Background: an optimization exercise with open tools, aiming at small area, a short achievable clock period and few clock cycles. Do not read the settings as production practice.
Where RTL was checked, it was by simulation tests only, not by an equivalence proof against the original.
Power and IR drop assume default switching activity.

==> module fpu, before the edit <==
module fpu(
    input  logic [31:0] op_A_in,
    input  logic [31:0] op_B_in,
    input  logic clk,
    input  logic reset,
    input  logic start,
    output logic [31:0] data_out,
    output logic [3:0]  status_out,
    output logic done
);
    logic [7:0]  ea, eb, e_l, dif;
    logic [8:0]  d_ab, d_ba;
    logic        a_ge_e, e_eq, fa_lt, a_big, s_l, eff_sub, swap_f, big;
    logic [25:0] m_a, m_b, m_l, m_s, m_s_sh, lost_mask;
    logic        sticky;
    logic [26:0] x, y, g, p, gg, pp, sum;
    always_comb begin
        ea   = op_A_in[30:23];
        eb   = op_B_in[30:23];
        m_a  = {|ea, op_A_in[22:0], 2'b00};
        m_b  = {|eb, op_B_in[22:0], 2'b00};
        d_ab = {1'b0, ea} - {1'b0, eb};
        d_ba = {1'b0, eb} - {1'b0, ea};
        a_ge_e = ~d_ab[8];
        e_eq   = (ea == eb);
        fa_lt  = op_A_in[22:0] < op_B_in[22:0];
        e_l  = a_ge_e ? ea  : eb;
        m_l  = a_ge_e ? m_a : m_b;
        m_s  = a_ge_e ? m_b : m_a;
        dif  = a_ge_e ? d_ab[7:0] : d_ba[7:0];
        a_big = e_eq ? ~fa_lt : a_ge_e;
        s_l   = a_big ? op_A_in[31] : op_B_in[31];
        eff_sub = op_A_in[31] ^ op_B_in[31];
        swap_f  = eff_sub & e_eq & fa_lt;
        big       = dif > 8'd24;
        m_s_sh    = big ? 26'd0 : (m_s >> dif[4:0]);
        lost_mask = big ? 26'h3ffffff : ~(26'h3ffffff << dif[4:0]);
        sticky    = |(m_s & lost_mask);
        x = {1'b0, m_l};
        y = {1'b0, m_s_sh} ^ {27{eff_sub}};
        g = x & y;
        p = x ^ y;
        gg = g;
        pp = p;
        gg[0] = g[0] | (p[0] & eff_sub & ~swap_f);
        for (int l = 0; l < 5; l++)
            for (int i = 0; i < 27; i++)
                if (i[l]) begin
                    gg[i] = gg[i] | (pp[i] & gg[((i >> (l + 1)) << (l + 1)) + (1 << l) - 1]);
                    pp[i] = pp[i] & pp[((i >> (l + 1)) << (l + 1)) + (1 << l) - 1];
                end
        sum = (p ^ {27{swap_f}}) ^ {gg[25:0], eff_sub & ~swap_f};
    end
    logic [26:0] r;
    logic [7:0]  e_q;
    logic        s_q, sticky_q;
    always_ff @(posedge clk) begin
        r        <= sum;
        e_q      <= e_l;
        s_q      <= s_l;
        sticky_q <= sticky;
    end
    always_ff @(posedge clk or negedge reset) begin
        if (!reset) done <= 1'b0;
        else        done <= start;
    end
    logic        zero, left, c_out, uf, ovf;
    logic [25:0] w, n0, n1, n2, n3, n4, keep;
    logic [23:0] ca;
    logic [22:0] inc, f_out;
    logic [4:0]  k;
    logic [7:0]  e_p1, e_p2, e_nr, e_left, e_out;
    always_comb begin
        zero = ~|r;
        left = ~r[26] & ~r[25];
        w  = r[26] ? r[26:1] : r[25:0];
        ca = w[25:2];
        for (int l = 0; l < 5; l++)
            for (int i = 0; i < 24; i++)
                if (i[l]) ca[i] = ca[i] & ca[((i >> (l + 1)) << (l + 1)) + (1 << l) - 1];
        inc   = w[24:2] ^ ({ca[21:0], 1'b1} & {23{w[0]}});
        c_out = w[0] & ca[23];
        e_p1  = e_q + 8'd1;
        e_p2  = e_q + 8'd2;
        e_nr  = (r[26] & c_out) ? e_p2 : (r[26] | c_out) ? e_p1 : e_q;
        k[4] = ~|r[25:10]; n1 = k[4] ? {r[9:0], 16'd0} : r[25:0];
        k[3] = ~|n1[25:18]; n2 = k[3] ? {n1[17:0], 8'd0} : n1;
        k[2] = ~|n2[25:22]; n3 = k[2] ? {n2[21:0], 4'd0} : n2;
        k[1] = ~|n3[25:24]; n4 = k[1] ? {n3[23:0], 2'd0} : n3;
        k[0] = ~n4[25];     n0 = k[0] ? {n4[24:0], 1'd0} : n4;
        e_left = e_q - {3'd0, k};
        keep = ~(26'h3ffffff >> e_q);
        uf   = ~r[26] & ~|(r[25:0] & keep);
        ovf  = (&e_q) | (~left & ((e_q == 8'd254 & (r[26] | c_out)) | (e_q == 8'd253 & r[26] & c_out)));
        e_out = left ? e_left : e_nr;
        f_out = left ? n0[24:2] : inc;
        if (zero) begin
            data_out = 32'd0;                   status_out = 4'b0001;
        end else if (ovf) begin
            data_out = {s_q, 8'hFF, 23'd0};     status_out = 4'b0100;
        end else if (uf) begin
            data_out = 32'd0;                   status_out = 4'b1000;
        end else begin
            data_out = {s_q, e_out, f_out};
            status_out = (w[0] && !left) || sticky_q ? 4'b0010 : 4'b0001;
        end
    end
endmodule
==> flow/config.mk <==
export PLATFORM = sky130hd
export DESIGN_NAME = fpu
export DESIGN_NICKNAME = fpu
export VERILOG_FILES = /design/flow/design.v
export SDC_FILE = /design/flow/constraint.sdc
export NUM_CORES = 4
export LEC_CHECK = 0
export ABC_AREA = 1
export CAP_MARGIN = 20
export CORE_MARGIN = 2
export CORE_UTILIZATION = 45
export GPL_TIMING_DRIVEN = 0
export SLEW_MARGIN = 20
==> flow/constraint.sdc <==
create_clock -name core_clock -period 10.0 [get_ports {clk}]
set_input_delay 2.0000 -clock core_clock [delete_from_list [all_inputs] [get_ports {clk}]]
set_output_delay 2.0000 -clock core_clock [all_outputs]
set_load 0.01 [all_outputs]
standard.sh (not shown) runs the stock make flow with config.mk's settings and CLKGATE_MAP_FILE= SYNTH_SCRIPT=/design/flow/synth_recipe.tcl, a recipe that flattens the netlist after the stock synthesis.
==> flow/flow/run.sh <==
#!/bin/bash
# The standard layout, with plain buffers (sky130_fd_sc_hd__buf_1) on the
# ports in place of the delay cells that buffer_ports picks by default.
set -euo pipefail
export BUFFER_PORTS_ARGS="-buffer_cell sky130_fd_sc_hd__buf_1"
bash standard.sh > standard_make.log 2>&1
Rerun with:
--- a/flow/design.v
+++ b/flow/design.v
@@ -9,6 +9,7 @@
     output logic done
 );
-    logic [7:0]  ea, eb, e_l, dif;
+    logic [7:0]  ea, eb, e_l, gt, eq;
     logic [8:0]  d_ab, d_ba;
+    logic [4:0]  sh;
     logic        a_ge_e, e_eq, fa_lt, a_big, s_l, eff_sub, swap_f, big;
     logic [25:0] m_a, m_b, m_l, m_s, m_s_sh, lost_mask;
@@ -22,18 +23,25 @@
         d_ab = {1'b0, ea} - {1'b0, eb};
         d_ba = {1'b0, eb} - {1'b0, ea};
-        a_ge_e = ~d_ab[8];
-        e_eq   = (ea == eb);
+        gt = ea & ~eb;
+        eq = ~(ea ^ eb);
+        for (int l = 0; l < 3; l++)
+            for (int i = 0; i < 8; i += 2 << l) begin
+                gt[i] = gt[i + (1 << l)] | (eq[i + (1 << l)] & gt[i]);
+                eq[i] = eq[i + (1 << l)] & eq[i];
+            end
+        a_ge_e = gt[0] | eq[0];
+        e_eq   = eq[0];
         fa_lt  = op_A_in[22:0] < op_B_in[22:0];
         e_l  = a_ge_e ? ea  : eb;
         m_l  = a_ge_e ? m_a : m_b;
         m_s  = a_ge_e ? m_b : m_a;
-        dif  = a_ge_e ? d_ab[7:0] : d_ba[7:0];
+        sh   = a_ge_e ? ea[4:0] - eb[4:0] : eb[4:0] - ea[4:0];
         a_big = e_eq ? ~fa_lt : a_ge_e;
         s_l   = a_big ? op_A_in[31] : op_B_in[31];
         eff_sub = op_A_in[31] ^ op_B_in[31];
         swap_f  = eff_sub & e_eq & fa_lt;
-        big       = dif > 8'd24;
-        m_s_sh    = big ? 26'd0 : (m_s >> dif[4:0]);
-        lost_mask = big ? 26'h3ffffff : ~(26'h3ffffff << dif[4:0]);
+        big       = a_ge_e ? d_ab[7:0] > 8'd24 : d_ba[7:0] > 8'd24;
+        m_s_sh    = big ? 26'd0 : (m_s >> sh);
+        lost_mask = big ? 26'h3ffffff : ~(26'h3ffffff << sh);
         sticky    = |(m_s & lost_mask);
         x = {1'b0, m_l};
@@ -45,9 +53,8 @@
         gg[0] = g[0] | (p[0] & eff_sub & ~swap_f);
         for (int l = 0; l < 5; l++)
-            for (int i = 0; i < 27; i++)
-                if (i[l]) begin
-                    gg[i] = gg[i] | (pp[i] & gg[((i >> (l + 1)) << (l + 1)) + (1 << l) - 1]);
-                    pp[i] = pp[i] & pp[((i >> (l + 1)) << (l + 1)) + (1 << l) - 1];
-                end
+            for (int i = 26; i >= (1 << l); i--) begin
+                gg[i] = gg[i] | (pp[i] & gg[i - (1 << l)]);
+                pp[i] = pp[i] & pp[i - (1 << l)];
+            end
         sum = (p ^ {27{swap_f}}) ^ {gg[25:0], eff_sub & ~swap_f};
     end
Hold slack gets worse by 0.0048 ns.
Cell area is higher by about 4.5%.
Total power went up by about 3.6%.
Synthesized area is higher by about 5%.
Combinational power rose by about 4%.
Via count increases by about 7%.
Testbench counts after the change, summed over its fixed seeds: cycles 3,200.
No functional check of the RTL was part of the first run of this note.

---

The RTL this note starts from:
==> flow/design.v <==
module fpu(
    input  logic [31:0] op_A_in,
    input  logic [31:0] op_B_in,
    input  logic clk,
    input  logic reset,
    input  logic start,
    output logic [31:0] data_out,
    output logic [3:0]  status_out,
    output logic done
);
    logic [7:0]  ea, eb, e_l, gt, eq;
    logic [8:0]  d_ab;
    logic [4:0]  sh;
    logic        a_ge_e, e_eq, fa_lt, a_big, s_l, eff_sub, swap_f, big;
    logic [25:0] m_a, m_b, m_l, m_s, m_s_sh, lost_mask;
    logic        sticky;
    logic [26:0] x, y, g, p, gg, pp, sum;
    always_comb begin
        ea   = op_A_in[30:23];
        eb   = op_B_in[30:23];
        m_a  = {|ea, op_A_in[22:0], 2'b00};
        m_b  = {|eb, op_B_in[22:0], 2'b00};
        d_ab = {1'b0, ea} - {1'b0, eb};
        gt = ea & ~eb;
        eq = ~(ea ^ eb);
        for (int l = 0; l < 3; l++)
            for (int i = 0; i < 8; i += 2 << l) begin
                gt[i] = gt[i + (1 << l)] | (eq[i + (1 << l)] & gt[i]);
                eq[i] = eq[i + (1 << l)] & eq[i];
            end
        a_ge_e = gt[0] | eq[0];
        e_eq   = eq[0];
        fa_lt  = op_A_in[22:0] < op_B_in[22:0];
        e_l  = a_ge_e ? ea  : eb;
        m_l  = a_ge_e ? m_a : m_b;
        m_s  = a_ge_e ? m_b : m_a;
        sh   = a_ge_e ? d_ab[4:0] : eb[4:0] - ea[4:0];
        a_big = e_eq ? ~fa_lt : a_ge_e;
        s_l   = a_big ? op_A_in[31] : op_B_in[31];
        eff_sub = op_A_in[31] ^ op_B_in[31];
        swap_f  = eff_sub & e_eq & fa_lt;
        big       = d_ab[8] ? (d_ab[7:0] <= 8'd231) : (d_ab[7:0] >= 8'd25);
        m_s_sh    = big ? 26'd0 : (m_s >> sh);
        lost_mask = big ? 26'h3ffffff : ~(26'h3ffffff << sh);
        sticky    = |(m_s & lost_mask);
        x = {1'b0, m_l} ^ {27{eff_sub}};
        y = {1'b0, m_s_sh};
        g = x & y;
        p = x ^ y;
        gg = g;
        pp = p;
        gg[0] = g[0] | (p[0] & swap_f);
        for (int l = 0; l < 5; l++)
            for (int i = (2 << l) - 1; i < 27; i += (2 << l)) begin
                gg[i] = gg[i] | (pp[i] & gg[i - (1 << l)]);
                pp[i] = pp[i] & pp[i - (1 << l)];
            end
        for (int l = 3; l >= 0; l--)
            for (int i = (3 << l) - 1; i < 27; i += (2 << l)) begin
                gg[i] = gg[i] | (pp[i] & gg[i - (1 << l)]);
                pp[i] = pp[i] & pp[i - (1 << l)];
            end
        sum = (p ^ {27{eff_sub & ~swap_f}}) ^ {gg[25:0], swap_f};
    end
    logic [26:0] r;
    logic [7:0]  e_q;
    logic        s_q, sticky_q;
    always_ff @(posedge clk) begin
        r        <= sum;
        e_q      <= e_l;
        s_q      <= s_l;
        sticky_q <= sticky;
    end
    always_ff @(posedge clk or negedge reset) begin
        if (!reset) done <= 1'b0;
        else        done <= start;
    end
    logic        zero, left, c_out, uf, ovf;
    logic [25:0] w, n0, n1, n2, n3, n4;
    logic        uf_le, uf_eq;
    logic [23:0] ca;
    logic [22:0] inc, f_out;
    logic [4:0]  k;
    logic [7:0]  e_p1, e_nr, e_left, e_out;
    always_comb begin
        zero = ~|r;
        left = ~r[26] & ~r[25];
        w  = r[26] ? r[26:1] : r[25:0];
        ca = w[25:2];
        for (int l = 0; l < 5; l++)
            for (int i = 0; i < 24; i++)
                if (i[l]) ca[i] = ca[i] & ca[((i >> (l + 1)) << (l + 1)) + (1 << l) - 1];
        inc   = w[24:2] ^ ({ca[21:0], 1'b1} & {23{w[0]}});
        c_out = w[0] & ca[23];
        e_p1  = e_q + 8'd1;
        e_nr  = (r[26] | c_out) ? e_p1 : e_q;
        k[4] = ~|r[25:10]; n1 = k[4] ? {r[9:0], 16'd0} : r[25:0];
        k[3] = ~|n1[25:18]; n2 = k[3] ? {n1[17:0], 8'd0} : n1;
        k[2] = ~|n2[25:22]; n3 = k[2] ? {n2[21:0], 4'd0} : n2;
        k[1] = ~|n3[25:24]; n4 = k[1] ? {n3[23:0], 2'd0} : n3;
        k[0] = ~n4[25];     n0 = k[0] ? {n4[24:0], 1'd0} : n4;
        e_left = e_q - {3'd0, k};
        uf_le = 1'b0;
        uf_eq = ~|e_q[7:5];
        for (int i = 4; i >= 0; i--) begin
            uf_le = uf_le | (uf_eq & ~e_q[i] & k[i]);
            uf_eq = uf_eq & ~(e_q[i] ^ k[i]);
        end
        uf   = ~r[26] & (uf_le | uf_eq);
        ovf  = (&e_q) | (~left & e_q == 8'd254 & (r[26] | c_out));
        e_out = left ? e_left : e_nr;
        f_out = left ? n0[24:2] : inc;
        if (zero) begin
            data_out = 32'd0;                   status_out = 4'b0001;
        end else if (ovf) begin
            data_out = {s_q, 8'hFF, 23'd0};     status_out = 4'b0100;
        end else if (uf) begin
            data_out = 32'd0;                   status_out = 4'b1000;
        end else begin
            data_out = {s_q, e_out, f_out};
            status_out = (w[0] && !left) || sticky_q ? 4'b0010 : 4'b0001;
        end
    end
endmodule
clock: 10.0 ns
lec_check: 0
abc_area: 1
cap_margin: 20
core_margin: 2
core_utilization: 45
gpl_timing_driven: 0
slew_margin: 20
==> flow/flow/run.sh <==
#!/bin/bash
# The standard layout, with plain buffers (sky130_fd_sc_hd__buf_1) on the
# ports in place of the delay cells that buffer_ports picks by default.
# Timing repair aims at 3.8 ns of setup slack up to clock tree synthesis,
# and at 3.0 ns in the repair after global routing.
set -euo pipefail
export BUFFER_PORTS_ARGS="-buffer_cell sky130_fd_sc_hd__buf_1"
SETUP_SLACK_MARGIN=3.8 bash standard.sh cts > standard_make_to_cts.log 2>&1
SETUP_SLACK_MARGIN=3.0 bash standard.sh > standard_make.log 2>&1
Testbench counts at the start, summed over its fixed seeds: cycles 3,200.
Then changed:
--- a/flow/design.v
+++ b/flow/design.v
@@ -9,6 +9,7 @@
     output logic done
 );
     logic [7:0]  ea, eb, e_l, gt, eq;
+    logic [22:0] fl, fe;
     logic [8:0]  d_ab;
     logic [4:0]  sh;
     logic        a_ge_e, e_eq, fa_lt, a_big, s_l, eff_sub, swap_f, big;
@@ -30,7 +31,14 @@
             end
         a_ge_e = gt[0] | eq[0];
         e_eq   = eq[0];
-        fa_lt  = op_A_in[22:0] < op_B_in[22:0];
+        fl = ~op_A_in[22:0] & op_B_in[22:0];
+        fe = ~(op_A_in[22:0] ^ op_B_in[22:0]);
+        for (int w = 1; w < 23; w <<= 1)
+            for (int i = 0; i + w < 23; i += 2 * w) begin
+                fl[i] = fl[i + w] | (fe[i + w] & fl[i]);
+                fe[i] = fe[i + w] & fe[i];
+            end
+        fa_lt  = fl[0];
         e_l  = a_ge_e ? ea  : eb;
         m_l  = a_ge_e ? m_a : m_b;
         m_s  = a_ge_e ? m_b : m_a;
@@ -88,8 +96,11 @@
         w  = r[26] ? r[26:1] : r[25:0];
         ca = w[25:2];
         for (int l = 0; l < 5; l++)
-            for (int i = 0; i < 24; i++)
-                if (i[l]) ca[i] = ca[i] & ca[((i >> (l + 1)) << (l + 1)) + (1 << l) - 1];
+            for (int i = (2 << l) - 1; i < 24; i += (2 << l))
+                ca[i] = ca[i] & ca[i - (1 << l)];
+        for (int l = 3; l >= 0; l--)
+            for (int i = (3 << l) - 1; i < 24; i += (2 << l))
+                ca[i] = ca[i] & ca[i - (1 << l)];
         inc   = w[24:2] ^ ({ca[21:0], 1'b1} & {23{w[0]}});
         c_out = w[0] & ca[23];
         e_p1  = e_q + 8'd1;
Worst setup slack improves by 0.038 ns; total power came out lower by 14%; wire length came out lower by 8.2%; cell count came out lower by 5.1%; synthesized cell count came out lower by 5.5%; sequential share of layout area is about the same; via count came out lower by 4.9%; global-route usage came out lower by 1.4 points; core utilization came out higher by 2.3 points; hold slack hardly moves.
Testbench counts after the change, summed over its fixed seeds: cycles 3,200.

-- re-timing with driven ports --
How much do the figures lean on ideal ports? The routed layouts below were timed once more, with nothing changed but the port constraints. Step 1: set_driving_cell puts a clkbuf_16 on clk and a buf_2 on each other input, an assumption about the parent block. Step 2 times the ports against the registers' clock, not the clock port: input delays grow and output delays shrink by t, the midpoint of the rising clock arrivals with the driver on. Slacks: no drivers / after step 1 / after step 2; pairs: no drivers / after step 1.
run | t (ns) | slack for setup (ns) | worst setup path after step 2 | cell pins on the clock port's net
the first run of note 1 | 0.317 | 1.801 / 1.813 / 1.497 | input to register | 1
the second run of note 1 | 0.329 | 3.104 / 3.109 / 2.795 | input to register | 1
the first run of note 2 | 0.315 | 3.665 / 3.681 / 3.366 | input to register | 1
the second run of note 2 | 0.314 | 3.704 / 3.676 / 3.400 | input to register | 1
After both steps every run listed still meets setup and hold. The setup slack of the second run of note 1, which loses most, moves by +0.005 ns with the drivers and by -0.309 ns with both steps.
